From an optimization exercise on the open Yosys and OpenROAD flow, aimed at small area; shortcuts taken in it are not production practice.
The RTL was checked by simulation tests, not by an equivalence proof against the original design.

==> job 925: inputs <==
## fft_bfly
module fft_bfly(
    input             clk,
    input      [31:0] xr, xi, yr, yi,
    input      [31:0] wr, wi,
    output     [31:0] x0r, x0i, x1r, x1i
);
wire [31:0] p1_d, p2_d, p3_d, p4_d;
reg  [31:0] xr_q, xi_q, p1_q, p2_q, p3_q, p4_q;
wire [60:0] str_d, sti_d;
reg  [60:0] str_q, sti_q;
bfly4_4_front u_front(.yr(yr), .yi(yi), .wr(wr), .wi(wi),
                      .p1(p1_d), .p2(p2_d), .p3(p3_d), .p4(p4_d));
always @(posedge clk) begin
    xr_q <= xr;
    xi_q <= xi;
    p1_q <= p1_d;
    p2_q <= p2_d;
    p3_q <= p3_d;
    p4_q <= p4_d;
end
bfly4_4_mid u_mid(.xr(xr_q), .xi(xi_q), .p1(p1_q), .p2(p2_q), .p3(p3_q), .p4(p4_q),
                  .str(str_d), .sti(sti_d));
always @(posedge clk) begin
    str_q <= str_d;
    sti_q <= sti_d;
end
bfly4_4_back u_back(.str(str_q), .sti(sti_q),
                    .x0r(x0r), .x0i(x0i), .x1r(x1r), .x1i(x1i));
endmodule
==> module Addition_Subtraction, before the edit <==
module Addition_Subtraction(
    input  [31:0] a_operand,
    input  [31:0] b_operand,
    input         AddBar_Sub,
    output [31:0] result
);
wire        swap, z, exc;
wire [7:0]  ea;
wire [23:0] siga, sh;
fp_align u_al(.a(a_operand[30:0]), .b(b_operand[30:0]), .swap(swap), .ea(ea),
              .siga(siga), .sh(sh), .z(z), .exc(exc));
wire es   = a_operand[31] ^ b_operand[31] ^ AddBar_Sub;
wire sign = swap ? (b_operand[31] ^ AddBar_Sub) : a_operand[31];
wire [23:0] xs;
wire        xc;
rca #(24) u_add(.a(siga), .b(sh ^ {24{es}}), .cin(es & ~z), .s(xs), .cout(xc));
wire [30:0] ra, rs;
wire dzero;
fp_addpath u_ap(.ea(ea), .s({xc, xs}), .r(ra));
fp_subpath u_sp(.ea(ea), .d(xs ^ {24{z}}), .hold(z), .r(rs), .dzero(dzero));
assign result = exc ? 32'd0 : {sign, es ? rs : ra};
endmodule
==> module multiplication, before the edit <==
module multiplication(
    input  [31:0] A,
    input  [31:0] B,
    output [31:0] Result
);
wire sign = A[31] ^ B[31];
wire exc  = (&A[30:23]) | (&B[30:23]);
wire ha   = |A[30:23];
wire hb   = |B[30:23];
wire [47:0] p;
mul24 u_mul(.a({ha, A[22:0]}), .b({hb, B[22:0]}), .p(p));
wire norm   = p[47];
wire sticky = |p[22:0];
wire [22:0] top = norm ? p[46:24] : p[45:23];
wire inc        = norm ? (p[23] & sticky) : p[22];
wire [22:0] mant = top + {22'd0, inc};
wire zero = ~exc & (&mant);
wire [9:0] T = {2'b00, A[30:23]} + {2'b00, B[30:23]} + 10'd385 + {9'd0, norm};
wire underflow = ~T[9];
wire overflow  = T[9] & T[8];
assign Result = underflow ? {sign, 31'd0} :
                overflow  ? {sign, 8'hff, 23'd0} :
                zero      ? {sign, 31'd0} :
                exc       ? 32'd0 :
                            {sign, T[7:0], mant};
endmodule
clock: 40.0 ns
lec_check: 0
abc_area: 1
cap_margin: 20
core_margin: 2
core_utilization: 50
slew_margin: 20
standard.sh (not shown) runs the stock make flow with config.mk's settings and CLKGATE_MAP_FILE= SYNTH_SCRIPT=/design/flow/synth_recipe.tcl, a recipe that flattens the netlist after the stock synthesis.
==> flow/flow/run.sh <==
#!/bin/bash
# Own layout flow: the standard flow (standard.sh) with changes to
# synthesis only, none of which touches the registers:
#  1. ABC maps the logic with an area-oriented script (flow/area.abc) in place
#     of ORFS's; the synthesis script is otherwise synth_recipe.tcl unchanged.
#  2. flow/fapol.py chooses each full adder's polarity (a full adder with all
#     inputs inverted gives both outputs inverted) so that fewer inverters sit
#     between the adders and the registers.
#  3. Yosys maps the logic between the full/half adders and the registers
#     again with ABC (flow/area.abc), folding the inverters left next to logic
#     gates into them.
#  If step 2 or 3 fails, the layout goes on from the netlist of step 1.
# Each step writes its full output to a log file of its own in this folder.
set -euo pipefail
W=$(pwd)
F=$W/flow
R=$W/orfs/results/$FLOW_PLATFORM/fft_bfly/base
L=$W/orfs/logs/$FLOW_PLATFORM/fft_bfly/base
LIB=$FLOW_HOME/platforms/$FLOW_PLATFORM/lib/sky130_fd_sc_hd__tt_025C_1v80.lib

{ head -n 1 synth_recipe.tcl; cat "$F/abc_override.tcl"; tail -n +2 synth_recipe.tcl; } > "$W/own_synth.tcl"
sed -e "s#SYNTH_SCRIPT=[^ ]*#SYNTH_SCRIPT=$W/own_synth.tcl#" standard.sh > "$W/own.sh"
grep -q "SYNTH_SCRIPT=$W/own_synth.tcl" "$W/own.sh"
export OWN_ABC_SCRIPT=$F/area.abc

bash "$W/own.sh" synth > "$W/log_1_synth.log" 2>&1
cp "$R/1_2_yosys.v" "$W/netlist_1_synth.v"

post() {
  python3 "$F/fapol.py" "$W/netlist_1_synth.v" "$W/netlist_2_fapol.v" > "$W/log_2_fapol.log" 2>&1
  DONT_USE=$(grep -m1 '^abc -script' "$L/1_2_yosys.log" | grep -o -- '-dont_use [^ ]*' | tr '\n' ' ')
  cat > "$W/resyn.ys" <<EOY
read_liberty -ignore_miss_func $LIB
blackbox sky130_fd_sc_hd__fa_1 sky130_fd_sc_hd__ha_1 sky130_fd_sc_hd__conb_1 sky130_fd_sc_hd__dfxtp_1
read_verilog $W/netlist_2_fapol.v
hierarchy -top $FLOW_TOP
flatten
opt_clean
rename -hide w:*.*
abc -liberty $LIB $DONT_USE -script $F/area.abc -D $(awk "BEGIN{print $FLOW_PERIOD_NS*1000}")
opt_clean -purge
stat -liberty $LIB
write_verilog -noattr -noexpr -nohex -nodec $W/netlist_3_resyn.v
EOY
  yosys -l "$W/log_3_resyn.log" -q "$W/resyn.ys" > /dev/null 2>&1
  # the registers must be the same cells with the same names as before
  diff <(grep -o 'sky130_fd_sc_hd__df[a-z0-9_]* [^ ]*' "$W/netlist_1_synth.v" | sort) \
       <(grep -o 'sky130_fd_sc_hd__df[a-z0-9_]* [^ ]*' "$W/netlist_3_resyn.v" | sort) > "$W/log_3_regs.log"
  grep -q 'sky130_fd_sc_hd__fa_1' "$W/netlist_3_resyn.v"
  cp "$W/netlist_3_resyn.v" "$R/1_2_yosys.v"
}
if post; then echo "post-synthesis steps: done" > "$W/log_post.log"
else echo "post-synthesis steps failed: layout of the step 1 netlist" > "$W/log_post.log"
     cp "$W/netlist_1_synth.v" "$R/1_2_yosys.v"; fi
touch "$R/1_2_yosys.v"

bash "$W/own.sh" finish > "$W/log_4_layout.log" 2>&1
test -f "$W/out/final.def"
Other scripts of this flow, unchanged in this note and not shown: flow/flow/abc_override.tcl, flow/flow/area.abc, flow/flow/fapol.py
==> inputs of job 1916, as changes to job 925 <==
--- a/flow/design.v
+++ b/flow/design.v
@@ -115,7 +115,13 @@
 rca #(24) u_add(.a(siga), .b(sh ^ {24{es}}), .cin(es & ~z), .s(xs), .cout(xc));
-wire [30:0] ra, rs;
-wire dzero;
-fp_addpath u_ap(.ea(ea), .s({xc, xs}), .r(ra));
-fp_subpath u_sp(.ea(ea), .d(xs ^ {24{z}}), .hold(z), .r(rs), .dzero(dzero));
-assign result = exc ? 32'd0 : {sign, es ? rs : ra};
+wire        up = xc & ~es;
+wire [23:0] d  = up ? {1'b1, xs[23:1]} : (xs ^ {24{es & z}});
+wire [22:0] m;
+wire [4:0]  k;
+wire        dzero;
+priority_encoder u_pe(.d(d), .hold(~es | z), .m(m), .k(k), .zero(dzero));
+wire [7:0] kk = up ? 8'hff : {3'd0, k[4:3], k[2:0] & {3{~dzero}}};
+wire [7:0] e;
+wire unused_c;
+rca #(8) u_e(.a(ea), .b(~kk), .cin(1'b1), .s(e), .cout(unused_c));
+assign result = exc ? 32'd0 : {sign, e, m};
 endmodule
@@ -175,4 +181,11 @@
 wire inc        = norm ? (p[23] & sticky) : p[22];
-wire [22:0] mant = top + {22'd0, inc};
-wire zero = ~exc & (&mant);
+wire [23:0] cy;
+assign cy[0] = inc;
+genvar g;
+generate for (g = 0; g < 23; g = g + 1) begin : rnd
+    assign cy[g+1] = top[g] & cy[g];
+end endgenerate
+wire [22:0] mant = top ^ cy[22:0];
+wire ones = (&top[22:1]) & (top[0] ^ inc);
+wire zero = ~exc & ones;
 wire [9:0] T = {2'b00, A[30:23]} + {2'b00, B[30:23]} + 10'd385 + {9'd0, norm};
@@ -180,7 +193,6 @@
 wire overflow  = T[9] & T[8];
-assign Result = underflow ? {sign, 31'd0} :
-                overflow  ? {sign, 8'hff, 23'd0} :
-                zero      ? {sign, 31'd0} :
-                exc       ? 32'd0 :
-                            {sign, T[7:0], mant};
+wire kill      = underflow | overflow | zero | exc;
+assign Result[31]    = sign & (underflow | overflow | ~exc);
+assign Result[30:23] = (overflow & ~underflow) ? 8'hff : (kill ? 8'd0 : T[7:0]);
+assign Result[22:0]  = kill ? 23'd0 : mant;
 endmodule
--- a/flow/flow/run.sh
+++ b/flow/flow/run.sh
@@ -2,3 +2,3 @@
 # Own layout flow: the standard flow (standard.sh) with changes to
-# synthesis only, none of which touches the registers:
+# synthesis, none of which touches the registers, and a smaller port buffer:
 #  1. ABC maps the logic with an area-oriented script (flow/area.abc) in place
@@ -10,4 +10,8 @@
 #     again with ABC (flow/area.abc), folding the inverters left next to logic
-#     gates into them.
+#     gates into them. This is repeated a few times on its own result; the
+#     netlist with the least cell area, not counting buffers (the layout
+#     removes them and buffers again), is kept.
 #  If step 2 or 3 fails, the layout goes on from the netlist of step 1.
+#  4. The layout: standard.sh, with every input and output port buffered by
+#     sky130_fd_sc_hd__buf_1 (BUFFER_PORTS_ARGS).
 # Each step writes its full output to a log file of its own in this folder.
@@ -29,8 +33,12 @@
 post() {
-  python3 "$F/fapol.py" "$W/netlist_1_synth.v" "$W/netlist_2_fapol.v" > "$W/log_2_fapol.log" 2>&1
+  python3 "$F/fapol.py" "$W/netlist_1_synth.v" "$W/netlist_2_fapol.v" > "$W/log_2_fapol.log" 2>&1 || return 1
   DONT_USE=$(grep -m1 '^abc -script' "$L/1_2_yosys.log" | grep -o -- '-dont_use [^ ]*' | tr '\n' ' ')
-  cat > "$W/resyn.ys" <<EOY
+  D_PS=$(awk "BEGIN{print $FLOW_PERIOD_NS*1000}")
+  prev=$W/netlist_2_fapol.v
+  best=""; best_area=""
+  for i in 1 2 3 4 5 6 7 8; do
+    cat > "$W/resyn_$i.ys" <<EOY
 read_liberty -ignore_miss_func $LIB
 blackbox sky130_fd_sc_hd__fa_1 sky130_fd_sc_hd__ha_1 sky130_fd_sc_hd__conb_1 sky130_fd_sc_hd__dfxtp_1
-read_verilog $W/netlist_2_fapol.v
+read_verilog $prev
 hierarchy -top $FLOW_TOP
@@ -39,13 +47,21 @@
 rename -hide w:*.*
-abc -liberty $LIB $DONT_USE -script $F/area.abc -D $(awk "BEGIN{print $FLOW_PERIOD_NS*1000}")
+abc -liberty $LIB $DONT_USE -script $F/area.abc -D $D_PS
 opt_clean -purge
-stat -liberty $LIB
-write_verilog -noattr -noexpr -nohex -nodec $W/netlist_3_resyn.v
+tee -o $W/resyn_$i.area stat -liberty $LIB
+write_verilog -noattr -noexpr -nohex -nodec $W/netlist_3_resyn_$i.v
 EOY
-  yosys -l "$W/log_3_resyn.log" -q "$W/resyn.ys" > /dev/null 2>&1
+    yosys -l "$W/log_3_resyn_$i.log" -q "$W/resyn_$i.ys" > /dev/null 2>&1 || return 1
+    area=$(python3 "$F/logic_area.py" "$W/resyn_$i.area") || return 1
+    echo "resynthesis $i: cell area $area" >> "$W/log_3_resyn.log"
+    if [[ -z "$best" ]] || awk "BEGIN{exit !($area < $best_area)}"; then
+      best=$W/netlist_3_resyn_$i.v; best_area=$area
+    fi
+    prev=$W/netlist_3_resyn_$i.v
+  done
+  echo "kept $best ($best_area)" >> "$W/log_3_resyn.log"
   # the registers must be the same cells with the same names as before
   diff <(grep -o 'sky130_fd_sc_hd__df[a-z0-9_]* [^ ]*' "$W/netlist_1_synth.v" | sort) \
-       <(grep -o 'sky130_fd_sc_hd__df[a-z0-9_]* [^ ]*' "$W/netlist_3_resyn.v" | sort) > "$W/log_3_regs.log"
-  grep -q 'sky130_fd_sc_hd__fa_1' "$W/netlist_3_resyn.v"
-  cp "$W/netlist_3_resyn.v" "$R/1_2_yosys.v"
+       <(grep -o 'sky130_fd_sc_hd__df[a-z0-9_]* [^ ]*' "$best" | sort) > "$W/log_3_regs.log" || return 1
+  grep -q 'sky130_fd_sc_hd__fa_1' "$best" || return 1
+  cp "$best" "$R/1_2_yosys.v" || return 1
 }
@@ -56,3 +72,3 @@
 
-bash "$W/own.sh" finish > "$W/log_4_layout.log" 2>&1
+bash "$W/own.sh" "BUFFER_PORTS_ARGS=-buffer_cell sky130_fd_sc_hd__buf_1" finish > "$W/log_4_layout.log" 2>&1
 test -f "$W/out/final.def"
==> flow/flow/logic_area.py (new file) <==
#!/usr/bin/env python3
"""Print the cell area in a Yosys 'stat -liberty' report, less its buffers."""
import re
import sys

t = open(sys.argv[1]).read()
total = float(re.search(r"Chip area for module .*?: ([\d.]+)", t).group(1))
bufs = sum(float(a) for a in re.findall(
    r"^\s+\d+\s+([\d.E+]+)\s+sky130_fd_sc_hd__(?:clk)?buf_\d+\s*$", t, re.M))
print(f"{total - bufs:.3f}")
==> inputs of job 5731, as changes to job 925 <==
--- a/flow/flow/run.sh
+++ b/flow/flow/run.sh
@@ -2,3 +2,3 @@
 # Own layout flow: the standard flow (standard.sh) with changes to
-# synthesis only, none of which touches the registers:
+# synthesis, none of which touches the registers, and a smaller port buffer:
 #  1. ABC maps the logic with an area-oriented script (flow/area.abc) in place
@@ -10,4 +10,7 @@
 #     again with ABC (flow/area.abc), folding the inverters left next to logic
-#     gates into them.
+#     gates into them. This is repeated a few times on its own result; the
+#     netlist with the least cell area is kept.
 #  If step 2 or 3 fails, the layout goes on from the netlist of step 1.
+#  4. The layout: standard.sh, with every input and output port buffered by
+#     sky130_fd_sc_hd__buf_1 (BUFFER_PORTS_ARGS).
 # Each step writes its full output to a log file of its own in this folder.
@@ -29,8 +32,12 @@
 post() {
-  python3 "$F/fapol.py" "$W/netlist_1_synth.v" "$W/netlist_2_fapol.v" > "$W/log_2_fapol.log" 2>&1
+  python3 "$F/fapol.py" "$W/netlist_1_synth.v" "$W/netlist_2_fapol.v" > "$W/log_2_fapol.log" 2>&1 || return 1
   DONT_USE=$(grep -m1 '^abc -script' "$L/1_2_yosys.log" | grep -o -- '-dont_use [^ ]*' | tr '\n' ' ')
-  cat > "$W/resyn.ys" <<EOY
+  D_PS=$(awk "BEGIN{print $FLOW_PERIOD_NS*1000}")
+  prev=$W/netlist_2_fapol.v
+  best=""; best_area=""
+  for i in 1 2 3 4; do
+    cat > "$W/resyn_$i.ys" <<EOY
 read_liberty -ignore_miss_func $LIB
 blackbox sky130_fd_sc_hd__fa_1 sky130_fd_sc_hd__ha_1 sky130_fd_sc_hd__conb_1 sky130_fd_sc_hd__dfxtp_1
-read_verilog $W/netlist_2_fapol.v
+read_verilog $prev
 hierarchy -top $FLOW_TOP
@@ -39,13 +46,21 @@
 rename -hide w:*.*
-abc -liberty $LIB $DONT_USE -script $F/area.abc -D $(awk "BEGIN{print $FLOW_PERIOD_NS*1000}")
+abc -liberty $LIB $DONT_USE -script $F/area.abc -D $D_PS
 opt_clean -purge
-stat -liberty $LIB
-write_verilog -noattr -noexpr -nohex -nodec $W/netlist_3_resyn.v
+tee -o $W/resyn_$i.area stat -liberty $LIB
+write_verilog -noattr -noexpr -nohex -nodec $W/netlist_3_resyn_$i.v
 EOY
-  yosys -l "$W/log_3_resyn.log" -q "$W/resyn.ys" > /dev/null 2>&1
+    yosys -l "$W/log_3_resyn_$i.log" -q "$W/resyn_$i.ys" > /dev/null 2>&1 || return 1
+    area=$(grep -m1 'Chip area' "$W/resyn_$i.area" | awk '{print $NF}')
+    echo "resynthesis $i: cell area $area" >> "$W/log_3_resyn.log"
+    if [[ -z "$best" ]] || awk "BEGIN{exit !($area < $best_area)}"; then
+      best=$W/netlist_3_resyn_$i.v; best_area=$area
+    fi
+    prev=$W/netlist_3_resyn_$i.v
+  done
+  echo "kept $best ($best_area)" >> "$W/log_3_resyn.log"
   # the registers must be the same cells with the same names as before
   diff <(grep -o 'sky130_fd_sc_hd__df[a-z0-9_]* [^ ]*' "$W/netlist_1_synth.v" | sort) \
-       <(grep -o 'sky130_fd_sc_hd__df[a-z0-9_]* [^ ]*' "$W/netlist_3_resyn.v" | sort) > "$W/log_3_regs.log"
-  grep -q 'sky130_fd_sc_hd__fa_1' "$W/netlist_3_resyn.v"
-  cp "$W/netlist_3_resyn.v" "$R/1_2_yosys.v"
+       <(grep -o 'sky130_fd_sc_hd__df[a-z0-9_]* [^ ]*' "$best" | sort) > "$W/log_3_regs.log" || return 1
+  grep -q 'sky130_fd_sc_hd__fa_1' "$best" || return 1
+  cp "$best" "$R/1_2_yosys.v" || return 1
 }
@@ -56,3 +71,3 @@
 
-bash "$W/own.sh" finish > "$W/log_4_layout.log" 2>&1
+bash "$W/own.sh" "BUFFER_PORTS_ARGS=-buffer_cell sky130_fd_sc_hd__buf_1" finish > "$W/log_4_layout.log" 2>&1
 test -f "$W/out/final.def"
==> run summary <==
| item | job 925 | job 5731 | job 1916 |
|---|---|---|---|
| Layout Cell Area excl Fill | 87700 µm² | 84000 µm² | 82700 µm² |
| Hold Path Sink | sti_q[59] | str_q[59] | sti_q[59] |
| DRC marker count from the first detailed-route iteration | 10900 | 10400 | 10100 |
| WL final | 359000 µm | 348000 µm | 335000 µm |
| Filler-free cell count of the finished design | 12800 | 12600 | 12100 |
| Run status | finished clean | finished clean | finished clean |
| Routability-driven placement congestion ratio | 0.994 | 0.998 | 0.976 |
| Non-clock buffer area fraction after layout | 0.0624 | 0.0384 | 0.0387 |
| Met3 Track Usage GR | 0.107 | 0.0899 | 0.108 |
| Synthesized netlist net count | 12700 | 12600 | 12200 |
| Nets | 12500 | 12300 | 11900 |
| Vias in the first global route | 83100 | 81400 | 78900 |
| Multi-input gate area in the final layout | 68700 µm² | 67500 µm² | 66600 µm² |
| Area inside the core boundary | 161000 µm² | 159000 µm² | 156000 µm² |
| Logic depth of the worst path, buffers included | 213 | 205 | 210 |
| Insertion delay to the later sink of the worst-skew pair | 0.59 ns | 0.58 ns | 0.61 ns |
| Routed met2 length | 158000 µm | 151000 µm | 143000 µm |
| Fin crit period | 37.22 ns | 36.81 ns | 36.70 ns |
| Cell with the largest stage delay on the worst path | sky130_fd_sc_hd__or3b_2 | sky130_fd_sc_hd__fa_1 | sky130_fd_sc_hd__or4_1 |
| Met1 wire length | 129000 µm | 128000 µm | 130000 µm |
| Delay of the slowest cell on the worst path | 0.53 ns | 0.58 ns | 0.55 ns |

[re-timing with driven ports]
The flow's constraints put no driver on any port. The routed layouts listed below were extracted and timed again, unchanged, in two steps. Step 1 assumes that a clkbuf_16 drives the clock port and a buf_2 every other input. Step 2 moves the port delays by t, midway between the first and last clock arrival at a register: inputs arrive t later, outputs are due t later. That takes back most of the time a late clock gives input paths. a / b / c = no drivers / after step 1 / after step 2; a / b = the first two.
run	t, ns	slack for setup (ns)	hold WS [ns]	clock arrival spread, ns	pins driven straight from the clock port
job 925	0.643	2.785 / 2.785 / 2.785	0.331 / 0.331 / 0.331	0.035 / 0.035	1
job 1916	0.682	3.296 / 3.296 / 3.296	0.335 / 0.335 / 0.335	0.017 / 0.017	1
job 5731	0.639	3.193 / 3.193 / 3.193	0.343 / 0.343 / 0.343	0.033 / 0.032	1
After both steps every run listed still meets setup and hold.
